Context: an optimization exercise on an open-source flow, tuned for small area and a short achievable clock period. The choices shown serve that exercise and are no tape-out recipe. Where RTL was checked, it was by simulation tests only, not by an equivalence proof against the original. The clock input has no modelled driver; a real chip could not lean on it and would need a root buffer or a full tree. No activity file was given, so power comes from the tool's default toggle rates.

Setup of north:
==> flow/design.v (excerpt) <==
module axis_fifo
#(
    parameter DATA_WIDTH  = 32,  
    parameter FIFO_DEPTH  = 32   
)
(
    input  logic                      clk_i,
    input  logic                      arstn_i,
    input  logic [DATA_WIDTH   - 1:0] s_axis_tdata_i,
    input  logic                      s_axis_tvalid_i,
    input  logic                      s_axis_tlast_i,
    input  logic [DATA_WIDTH/8 - 1:0] s_axis_tuser_i,
    input  logic [DATA_WIDTH/8 - 1:0] s_axis_tkeep_i,
    output logic                      s_axis_tready_o,
    input  logic                      m_axis_tready_i,
    output logic [DATA_WIDTH   - 1:0] m_axis_tdata_o,
    output logic                      m_axis_tvalid_o,
    output logic                      m_axis_tlast_o
    ,
    output logic [DATA_WIDTH/8 - 1:0] m_axis_tuser_o
    ,
    output logic [DATA_WIDTH/8 - 1:0] m_axis_tkeep_o
);
clock: 6.5 ns
lec_check: 0
cap_margin: 20
core_margin: 2
core_utilization: 65
cts_cluster_diameter: 60
cts_cluster_size: 30
place_density: 0.75
setup_slack_margin: 4.2
slew_margin: 20
run.sh (not shown) runs the stock make flow with config.mk's settings and CLKGATE_MAP_FILE= SYNTH_SCRIPT=/design/flow/synth_recipe.tcl, a recipe that flattens the netlist after the stock synthesis.
north: all stages complete, timing, DRC and antenna checks passed
Inputs modified between north and south:
Settings: a deleted PLACE_DENSITY that had been 0.75; a change of CORE_UTILIZATION from 65 to 40.
--- outcome ---
- south ended up with a lower upper clock frequency limit than north did.
- Compared with north, south ends up with more cell area.
- In the metrics for north and south, the one carrying the higher clock share of power is south.
- Compared with north, south shows a lower maximum vdd drop.
Edits applied to the flow inputs when going from south to east:
Settings: ABC_AREA now 1, previously not set.
## What came out
The final reports for east and south show number of nets at the end of the flow higher in the former.
Relative to south, via count of the first global-routing pass increased by 2365 in east.
Diff south -> east: relative contribution of the clock network to total power saw a decrease, global-route wire length before repair dropped 4.8%, basic-gate share of the synthesized area counting and, or, nand and nor cells picked up an extra 18 points, via count saw an increase, initial antenna violation count increased 1.
No run of this note included a check of the RTL's function; only the layout flow was run.


run A:
The RTL this note starts from:
==> flow/design.v <==
module axis_fifo
#(
    parameter DATA_WIDTH  = 32,  
    parameter FIFO_DEPTH  = 32   
)
(
    input  logic                      clk_i,
    input  logic                      arstn_i,
    input  logic [DATA_WIDTH   - 1:0] s_axis_tdata_i,
    input  logic                      s_axis_tvalid_i,
    input  logic                      s_axis_tlast_i,
    input  logic [DATA_WIDTH/8 - 1:0] s_axis_tuser_i,
    input  logic [DATA_WIDTH/8 - 1:0] s_axis_tkeep_i,
    output logic                      s_axis_tready_o,
    input  logic                      m_axis_tready_i,
    output logic [DATA_WIDTH   - 1:0] m_axis_tdata_o,
    output logic                      m_axis_tvalid_o,
    output logic                      m_axis_tlast_o
    ,
    output logic [DATA_WIDTH/8 - 1:0] m_axis_tuser_o
    ,
    output logic [DATA_WIDTH/8 - 1:0] m_axis_tkeep_o
);
    localparam ADDR_WIDTH = $clog2(FIFO_DEPTH);
    localparam NSTORE     = FIFO_DEPTH - 2;      
    localparam UW = DATA_WIDTH/8;
    localparam KW = DATA_WIDTH/8;
    localparam W = DATA_WIDTH + 1 + UW + KW;     
    logic [W - 1:0] in_s;
    logic [W - 1:0] head_q;
    assign in_s[DATA_WIDTH - 1:0] = s_axis_tdata_i;
    assign in_s[DATA_WIDTH]       = s_axis_tlast_i;
    assign m_axis_tdata_o         = head_q[DATA_WIDTH - 1:0];
    assign m_axis_tlast_o         = head_q[DATA_WIDTH];
    assign in_s[DATA_WIDTH + 1 +: UW] = s_axis_tuser_i;
    assign m_axis_tuser_o             = head_q[DATA_WIDTH + 1 +: UW];
    assign in_s[DATA_WIDTH + 1 + UW +: KW] = s_axis_tkeep_i;
    assign m_axis_tkeep_o                  = head_q[DATA_WIDTH + 1 + UW +: KW];
    logic                    valid_q;    
    logic                    nfull_q;    
    logic                    snfull_q;   
    logic                    sfull_q;    
    logic                    ofull_q;    
    logic                    ovalid_q;   
    logic                    le1_q;      
    logic [NSTORE - 1:0]     sel_q;      
    logic                    par_q;
    logic wr_s, rd_s, up_s, dn_s, nfull_d;
    logic sh_s, hold_s;
    assign wr_s = s_axis_tvalid_i & nfull_q;
    assign rd_s = m_axis_tready_i & valid_q;
    assign up_s = wr_s & ~rd_s;
    assign dn_s = rd_s & ~wr_s;
    assign nfull_d = rd_s | (nfull_q & ~(sel_q[NSTORE - 2] & wr_s));
    assign sh_s   = s_axis_tvalid_i & snfull_q;
    assign hold_s = ~s_axis_tvalid_i | sfull_q;
    assign s_axis_tready_o = ~ofull_q;
    assign m_axis_tvalid_o = ovalid_q;
    always_ff @(posedge clk_i or negedge arstn_i) begin
        if (!arstn_i) begin
            valid_q <= 1'b0;
            nfull_q <= 1'b1;
            snfull_q <= 1'b1;
            sfull_q  <= 1'b0;
            ofull_q  <= 1'b0;
            ovalid_q <= 1'b0;
            le1_q   <= 1'b1;
            sel_q   <= '0;
            par_q   <= 1'b0;
        end else begin
            valid_q <= wr_s | (valid_q & ~(m_axis_tready_i & le1_q));
            nfull_q <= nfull_d;
            snfull_q <= rd_s | (~sfull_q & ~(sel_q[NSTORE - 2] & wr_s));
            sfull_q  <= ~nfull_d;
            ofull_q  <= ~rd_s & (ofull_q | (sel_q[NSTORE - 2] & wr_s));
            ovalid_q <= wr_s | (ovalid_q & ~(m_axis_tready_i & le1_q));
            le1_q   <= ~valid_q | (le1_q & ~up_s) | (sel_q[0] & dn_s);
            if (up_s)
                sel_q <= {sel_q[NSTORE - 2:0], valid_q & le1_q};
            else if (dn_s)
                sel_q <= {1'b0, sel_q[NSTORE - 1:1]};
            par_q   <= ~par_q;
        end
    end
    logic [W - 1:0] store_q [NSTORE];
    logic [W - 1:0] enc_s;
    assign enc_s = in_s ^ {W{par_q}};
    always_ff @(posedge clk_i) begin
        store_q[0] <= ~((enc_s | {W{hold_s}}) & (store_q[0] | {W{sh_s}}));
        for (int i = 1; i < NSTORE; i++)
            store_q[i] <= ~((store_q[i - 1] | {W{hold_s}}) & (store_q[i] | {W{sh_s}}));
    end
    logic [W - 1:0] rdmux_s;
    always_comb begin
        rdmux_s = '0;
        for (int i = 0; i < NSTORE; i++)
            rdmux_s = rdmux_s | (store_q[i] & {W{sel_q[i]}});
    end
    always_ff @(posedge clk_i or negedge arstn_i) begin
        if (!arstn_i)
            head_q <= '0;
        else if (~valid_q | m_axis_tready_i)
            head_q <= le1_q ? in_s : (rdmux_s ^ {W{par_q}});
    end
endmodule
clock: 6.5 ns
lec_check: 0
cap_margin: 20
core_margin: 2
core_utilization: 65
cts_cluster_diameter: 60
cts_cluster_size: 30
place_density: 0.75
setup_slack_margin: 4.35
slew_margin: 20
standard.sh (not shown) runs the stock make flow with config.mk's settings and CLKGATE_MAP_FILE= SYNTH_SCRIPT=/design/flow/synth_recipe.tcl, a recipe that flattens the netlist after the stock synthesis.
==> flow/flow/run.sh <==
#!/bin/bash
set -euo pipefail
work=$(pwd)
bash standard.sh \
  "PRE_DETAIL_PLACE_TCL=$work/flow/pre_detail_place.tcl" \
  "PRE_CTS_TCL=$work/flow/pre_cts.tcl" \
  "CTS_ARGS=-sink_clustering_enable -repair_clock_nets -dont_use_dummy_load -sink_clustering_size 30 -sink_clustering_max_diameter 60" \
  "BUFFER_PORTS_ARGS=-buffer_cell sky130_fd_sc_hd__buf_4" \
  finish > "$work/standard.log" 2>&1
==> flow/flow/pre_detail_place.tcl <==
# Sourced by ORFS's detail_place.tcl before detailed placement
# (PRE_DETAIL_PLACE_TCL). buffer_ports puts each output port's buffer at the
# port, so the register behind it drives the whole wire to the die edge.
# Moving the buffer next to the cell that drives it (detailed placement then
# legalizes it) leaves the register a short net and lets the buffer drive
# the long wire instead.

proc move_output_buffers { } {
  set block [ord::get_db_block]
  set n 0
  foreach bt [$block getBTerms] {
    if {[$bt getIoType] ne "OUTPUT"} continue
    set net [$bt getNet]
    if {$net eq "NULL"} continue
    set buf ""
    foreach it [$net getITerms] {
      if {[$it isOutputSignal]} { set buf [$it getInst] }
    }
    if {$buf eq ""} continue
    set drv ""
    foreach it [$buf getITerms] {
      if {[$it isInputSignal] && [$it getNet] ne "NULL"} {
        foreach jt [[$it getNet] getITerms] {
          if {[$jt isOutputSignal]} { set drv [$jt getInst] }
        }
      }
    }
    if {$drv eq ""} continue
    set loc [$drv getLocation]
    $buf setLocation [lindex $loc 0] [lindex $loc 1]
    incr n
  }
  puts "move_output_buffers: moved $n output buffers next to their drivers"
}

move_output_buffers
Other scripts of this flow, unchanged in this note and not shown: flow/flow/pre_cts.tcl
Edits applied to the flow inputs when going from run A to run B:
-- flow/config.mk --
<<< run A, line 12
export CTS_CLUSTER_SIZE = 30
export PLACE_DENSITY = 0.75
export SETUP_SLACK_MARGIN = 4.35
export SLEW_MARGIN = 20
>>> run B, line 12
export CTS_CLUSTER_SIZE = 30
export PLACE_DENSITY = 0.75
export SETUP_SLACK_MARGIN = 4.2
export SLEW_MARGIN = 20
Results
In the tables for run A and run B, synthesis-to-finish area growth reads lower with run B. Between run A and run B, the difference in instance area at placement is negligible. Of the two candidates, run A has the worse post-route cell area and run B the better one. Run A -> run B: remaining design rule violation count delta 0, exact match.
## Diff of input files: run C against run B
==> flow/flow/run.sh <==
#!/bin/bash
set -euo pipefail
work=$(pwd)
bash standard.sh \
  "PRE_CTS_TCL=$work/flow/pre_cts.tcl" \
  "CTS_ARGS=-sink_clustering_enable -repair_clock_nets -dont_use_dummy_load -sink_clustering_size 30 -sink_clustering_max_diameter 60" \
  "BUFFER_PORTS_ARGS=-buffer_cell sky130_fd_sc_hd__buf_4" \
  finish > "$work/standard.log" 2>&1
removed: flow/flow/pre_detail_place.tcl
==> comparison <==
Of the two values seen for highest metal layer used by the detailed router, met4 was produced by run C and met5 by run B.
In terms of core utilization, run C and run B differ only marginally.
When the final numbers for run B and run C were put side by side, the setup slack turned out to be greater in run B.
On hold slack: between run B and run C, it ends up lower for run B.
In run C, the routed via count divided by cell count came out 0.074 below the value in run B.
The run with more routed wire is run B, not run C.
Setup changes, run C to run D
==> flow/flow/run.sh <==
#!/bin/bash
set -euo pipefail
work=$(pwd)
bash standard.sh \
  "PRE_CTS_TCL=$work/flow/pre_cts.tcl" \
  "CTS_ARGS=-sink_clustering_enable -repair_clock_nets -dont_use_dummy_load -sink_clustering_size 30 -sink_clustering_max_diameter 60" \
  finish > "$work/standard.log" 2>&1
-- flow/config.mk --
<<< run C, line 12
export CTS_CLUSTER_SIZE = 30
export PLACE_DENSITY = 0.75
export SETUP_SLACK_MARGIN = 4.2
export SLEW_MARGIN = 20
>>> run D, line 12
export CTS_CLUSTER_SIZE = 30
export PLACE_DENSITY = 0.75
export SETUP_SLACK_MARGIN = 4.0
export SLEW_MARGIN = 20
Findings:
Run D was carried through to the last stage, and its layout satisfied the timing, design-rule and antenna checks.
First-pass GRT wire length: run D better than run C
Run D against run C; post-placement cell area is up slightly.
Of the two candidates, run C has the better total internal power and run D the worse one.
Between run D and run C, the fraction of power consumed by combinational cells does not differ in any meaningful way.
NOTE: switching component of the power in run D exceeds that of run C
--- input diff run D..run E ---
==> flow/flow/run.sh <==
#!/bin/bash
set -euo pipefail
work=$(pwd)
bash standard.sh \
  "PRE_DETAIL_PLACE_TCL=$work/flow/pre_detail_place.tcl" \
  "PRE_CTS_TCL=$work/flow/pre_cts.tcl" \
  "CTS_ARGS=-sink_clustering_enable -repair_clock_nets -dont_use_dummy_load -sink_clustering_size 30 -sink_clustering_max_diameter 120" \
  "BUFFER_PORTS_ARGS=-buffer_cell sky130_fd_sc_hd__buf_4" \
  finish > "$work/standard.log" 2>&1
==> flow/flow/pre_detail_place.tcl (new file) <==
# Sourced by ORFS's detail_place.tcl before detailed placement
# (PRE_DETAIL_PLACE_TCL). buffer_ports puts each output port's buffer at the
# port, so the register behind it drives the whole wire to the die edge.
# Moving the buffer next to the cell that drives it (detailed placement then
# legalizes it) leaves the register a short net and lets the buffer drive
# the long wire instead.

proc move_output_buffers { } {
  set block [ord::get_db_block]
  set n 0
  foreach bt [$block getBTerms] {
    if {[$bt getIoType] ne "OUTPUT"} continue
    set net [$bt getNet]
    if {$net eq "NULL"} continue
    set buf ""
    foreach it [$net getITerms] {
      if {[$it isOutputSignal]} { set buf [$it getInst] }
    }
    if {$buf eq ""} continue
    set drv ""
    foreach it [$buf getITerms] {
      if {[$it isInputSignal] && [$it getNet] ne "NULL"} {
        foreach jt [[$it getNet] getITerms] {
          if {[$jt isOutputSignal]} { set drv [$jt getInst] }
        }
      }
    }
    if {$drv eq ""} continue
    set loc [$drv getLocation]
    $buf setLocation [lindex $loc 0] [lindex $loc 1]
    incr n
  }
  puts "move_output_buffers: moved $n output buffers next to their drivers"
}

move_output_buffers
-- flow/config.mk --
<<< run D, line 12
export CTS_CLUSTER_SIZE = 30
export PLACE_DENSITY = 0.75
export SETUP_SLACK_MARGIN = 4.0
export SLEW_MARGIN = 20
>>> run E, line 12
export CTS_CLUSTER_SIZE = 30
export PLACE_DENSITY = 0.75
export SETUP_SLACK_MARGIN = 4.2
export SLEW_MARGIN = 20
--- outcome ---
Core utilization sits lower in run E than in run D. For area taken by flip-flops and latches, run E and run D come out practically identical. Summary of run E over run D: achievable clock frequency rose by about 3%, via count went up about 1.2%, critical path depth lost 1. When run E is measured against run D, its part of the power in registers turns out 2.9 points higher. Compared with run D, in run E worst hold slack shows an increase of 18 ps, worst hold path cell count shows no meaningful change, count of hold-fix buffers inserted at cts shows no meaningful change, number of cells on the worst reg-to-reg path shows an increase of 1, number of global-route vias before repair shows an increase of 108.

==> what the ideal ports hide <==
Ports are ideal in the flow. The routed layouts listed here were re-timed in OpenROAD. Step 1 assumes that a clkbuf_16 drives the clock port and a buf_2 every other input. Step 2, shift: input delay + t, output delay - t, t = (earliest + latest rising clock arrival at the registers) / 2. This alone moves slack from input paths to output paths. a / b / c = no drivers / after step 1 / after step 2; a / b = the first two.
run	t (ns)	setup WS [ns]	hold WS [ns]	worst register clock-pin slew, ns	cell pins on the clock port's net
north	0.708	3.841 / 3.773 / 3.525	0.454 / 0.454 / 0.454	0.11 / 0.11	1
south	0.726	3.741 / 3.669 / 3.529	0.446 / 0.446 / 0.446	0.11 / 0.11	1
east	0.737	3.814 / 3.743 / 3.624	0.424 / 0.424 / 0.424	0.11 / 0.11	1
run A	0.617	4.148 / 4.005 / 3.816	0.417 / 0.417 / 0.417	0.11 / 0.11	4
run B	0.609	4.143 / 4.001 / 3.738	0.397 / 0.397 / 0.397	0.11 / 0.11	4
run C	0.615	4.086 / 3.940 / 3.701	0.415 / 0.415 / 0.415	0.11 / 0.11	4
run D	0.617	3.969 / 3.872 / 3.460	0.410 / 0.410 / 0.410	0.11 / 0.11	4
run E	0.583	4.040 / 4.040 / 3.576	0.428 / 0.428 / 0.428	0.12 / 0.12	4
After both steps setup and hold are still met in every run listed. For run D, which loses most, drivers alone change the setup slack by -0.097 ns; drivers and shift together by -0.509 ns.
